This design comes from an exercise in tuning for small area on the open sky130 flow, not from production work. RTL that was checked went through simulation tests only; none was proved equivalent to the original. The flow treats the clock pin as an ideal source, which a real chip does not have. Power figures rest on the tool's default switching activity, not on a simulated workload.

// generic_adder_tree
module generic_adder_tree #(
    parameter INPUT_COUNT = 32,
    parameter DATA_WIDTH  = 16
) (
    input clk,
    input rst_n,
    input [INPUT_COUNT-1:0] [DATA_WIDTH-1:0] i_data,
    output [$clog2(INPUT_COUNT)+DATA_WIDTH-1:0] o_sum
);
export LEC_CHECK = 0
export CAP_MARGIN = 20
export CORE_AREA = 2 2 253 84
export DIE_AREA = 0 0 255 86
export PLACE_DENSITY = 0.8
export SETUP_SLACK_MARGIN = 0.05
export SLEW_MARGIN = 20
export SYNTH_HIERARCHICAL = 1
create_clock -name core_clock -period 4.0 [get_ports {clk}]
standard.sh (not shown) runs the stock make flow with config.mk's settings and CLKGATE_MAP_FILE= SYNTH_SCRIPT=/design/flow/synth_recipe.tcl, a recipe that flattens the netlist after the stock synthesis.
==> flow/flow/run.sh <==
#!/bin/bash
# Standard ORFS layout (the standard.sh, standard synthesis unchanged) with:
#  - port buffers made from the smallest buffer cell, buf_1;
#  - a clock tree of clkbuf_4 without dummy balancing loads, whose buffers
#    that drive slow clock edges are then upsized (flow/fixclk.tcl).
set -o pipefail
export BUFFER_PORTS_ARGS="-buffer_cell sky130_fd_sc_hd__buf_1"
export CTS_ARGS="-sink_clustering_enable -repair_clock_nets -dont_use_dummy_load -wire_unit 20 -buf_list sky130_fd_sc_hd__clkbuf_4 -root_buf sky130_fd_sc_hd__clkbuf_4"
export POST_CTS_TCL="$PWD/flow/fixclk.tcl"
bash standard.sh > standard.log 2>&1
==> flow/flow/fixclk.tcl <==
# Upsize clock buffers whose sinks see a slow clock edge.
estimate_parasitics -placement
set_propagated_clock [all_clocks]
set changed 0
foreach inst [get_cells -filter "ref_name==sky130_fd_sc_hd__clkbuf_4"] {
  set out [get_pins -of $inst -filter "direction==output"]
  set mx 0
  foreach l [get_pins -of [get_nets -of $out] -filter "direction==input"] {
    set s [get_property $l slew_max]; if {$s > $mx} {set mx $s}
  }
  if {$mx > 0.100} {
    puts "upsizing [get_property $inst name] (sink slew $mx)"
    replace_cell $inst sky130_fd_sc_hd__clkbuf_8
    incr changed
  }
}
if {$changed} { detailed_placement; check_placement -verbose }
Edit:
--- a/flow/design.v
+++ b/flow/design.v
@@ -917,25 +917,25 @@
 adt_fa u_s897 (.a(c852), .b(c854), .c(c856), .s(s897), .co(c898));
 wire s899, c900;
 adt_fa u_s899 (.a(c858), .b(c860), .c(c862), .s(s899), .co(c900));
 wire s901, c902;
 adt_fa u_s901 (.a(c864), .b(c866), .c(s891), .s(s901), .co(c902));
 wire s903, c904;
 adt_fa u_s903 (.a(s893), .b(s895), .c(c868), .s(s903), .co(c904));
 wire s905, c906;
 adt_fa u_s905 (.a(c870), .b(s897), .c(c872), .s(s905), .co(c906));
 wire s907, c908;
 adt_fa u_s907 (.a(c874), .b(s899), .c(c876), .s(s907), .co(c908));
 wire s909, c910;
-adt_fa u_s909 (.a(s901), .b(c878), .c(s903), .s(s909), .co(c910));
+adt_fa u_s909 (.a(s901), .b(s903), .c(c878), .s(s909), .co(c910));
 wire s911, c912;
 adt_fa u_s911 (.a(c880), .b(s905), .c(c882), .s(s911), .co(c912));
 wire s913, c914;
 adt_fa u_s913 (.a(s907), .b(c884), .c(s909), .s(s913), .co(c914));
 wire s915, c916;
 adt_fa u_s915 (.a(c886), .b(s911), .c(c888), .s(s915), .co(c916));
 wire s917, c918;
 adt_fa u_s917 (.a(c892), .b(c894), .c(c896), .s(s917), .co(c918));
 wire s919, c920;
 adt_fa u_s919 (.a(c898), .b(c900), .c(c902), .s(s919), .co(c920));
 wire s921, c922;
 adt_fa u_s921 (.a(s917), .b(c904), .c(c906), .s(s921), .co(c922));
@@ -1005,22 +1005,25 @@
 adt_fa u_s983 (.a(r2[19]), .b(r2[20]), .c(c982), .s(s983), .co(c984));
 wire s985, c986;
 adt_fa u_s985 (.a(r2[21]), .b(r2[22]), .c(c984), .s(s985), .co(c986));
 wire s987, c988;
 adt_fa u_s987 (.a(r2[23]), .b(r2[24]), .c(c986), .s(s987), .co(c988));
 wire s989, c990;
 adt_fa u_s989 (.a(r2[25]), .b(r2[26]), .c(c988), .s(s989), .co(c990));
 wire s991, c992;
 adt_fa u_s991 (.a(r2[27]), .b(r2[28]), .c(c990), .s(s991), .co(c992));
 always @(posedge clk) r3 <= {c992, s991, s989, s987, s985, s983, s981, s979, s977, r2[11], r2[10], r2[9], r2[8], r2[7], r2[6], r2[5], r2[4], r2[3], r2[2], r2[1], r2[0]};
 always @(posedge clk) r4 <= {r3[20], r3[19], r3[18], r3[17], r3[16], r3[15], r3[14], r3[13], r3[12], r3[11], r3[10], r3[9], r3[8], r3[7], r3[6], r3[5], r3[4], r3[3], r3[2], r3[1], r3[0]};
 always @(posedge clk) r5 <= {r4[20], r4[19], r4[18], r4[17], r4[16], r4[15], r4[14], r4[13], r4[12], r4[11], r4[10], r4[9], r4[8], r4[7], r4[6], r4[5], r4[4], r4[3], r4[2], r4[1], r4[0]};
-assign o_sum = {21{valid}} & {r5[20], r5[19], r5[18], r5[17], r5[16], r5[15], r5[14], r5[13], r5[12], r5[11], r5[10], r5[9], r5[8], r5[7], r5[6], r5[5], r5[4], r5[3], r5[2], r5[1], r5[0]};
+adt_gate u_gate (.v(valid), .d({r5[20], r5[19], r5[18], r5[17], r5[16], r5[15], r5[14], r5[13], r5[12], r5[11], r5[10], r5[9], r5[8], r5[7], r5[6], r5[5], r5[4], r5[3], r5[2], r5[1], r5[0]}), .o(o_sum));
 endmodule
 module adt_fa (input a, input b, input c, output s, output co);
     assign s  = a ^ b ^ c;
     assign co = (a & b) | (c & (a | b));
 endmodule
+module adt_gate (input v, input [20:0] d, output [20:0] o);
+    assign o = {21{v}} & d;
+endmodule
 module adt_ha (input a, input b, output s, output co);
     assign s  = a ^ b;
     assign co = a & b;
 endmodule
=>
- die area is unchanged
- combinational power increases by about 1%
- hold slack stays flat
- total power rose by 1.1%
- clock skew drops by 0.0034 ns
- clock-buffer cell count stays the same
For the first run of this note, only the layout was checked, not whether the RTL still works.

## port drivers added, routing unchanged
No port has a modelled driver above. Below, the same layouts with a new extraction and two added sets of constraints. Step 1, drivers: a clkbuf_16 drives clk and a buf_2 each remaining input, both assumed. Step 2 adds t to the input delays and takes it off the output delays; t is the mean of the earliest and latest rising clock arrival at the registers after step 1. Input paths then give back, and output paths get back, about the clock's delay inside the block. Three values: ideal ports, drivers, drivers and shift; two values: the first two.
run | t (ns) | setup slack, ns | hold slack, ns | clock arrival spread, ns | worst slew at a driven data input, ns
the first run | 0.443 | 0.116 / 0.128 / -0.314 | 0.300 / 0.300 / 0.300 | 0.030 / 0.029 | 0.09
the second run | 0.442 | 0.121 / 0.119 / -0.323 | 0.298 / 0.298 / 0.298 | 0.026 / 0.026 | 0.12
Met with ideal ports but missed after step 2: setup timing in the first run and the second run. For the second run, which loses most, drivers alone change the setup slack by -0.002 ns; drivers and shift together by -0.444 ns.
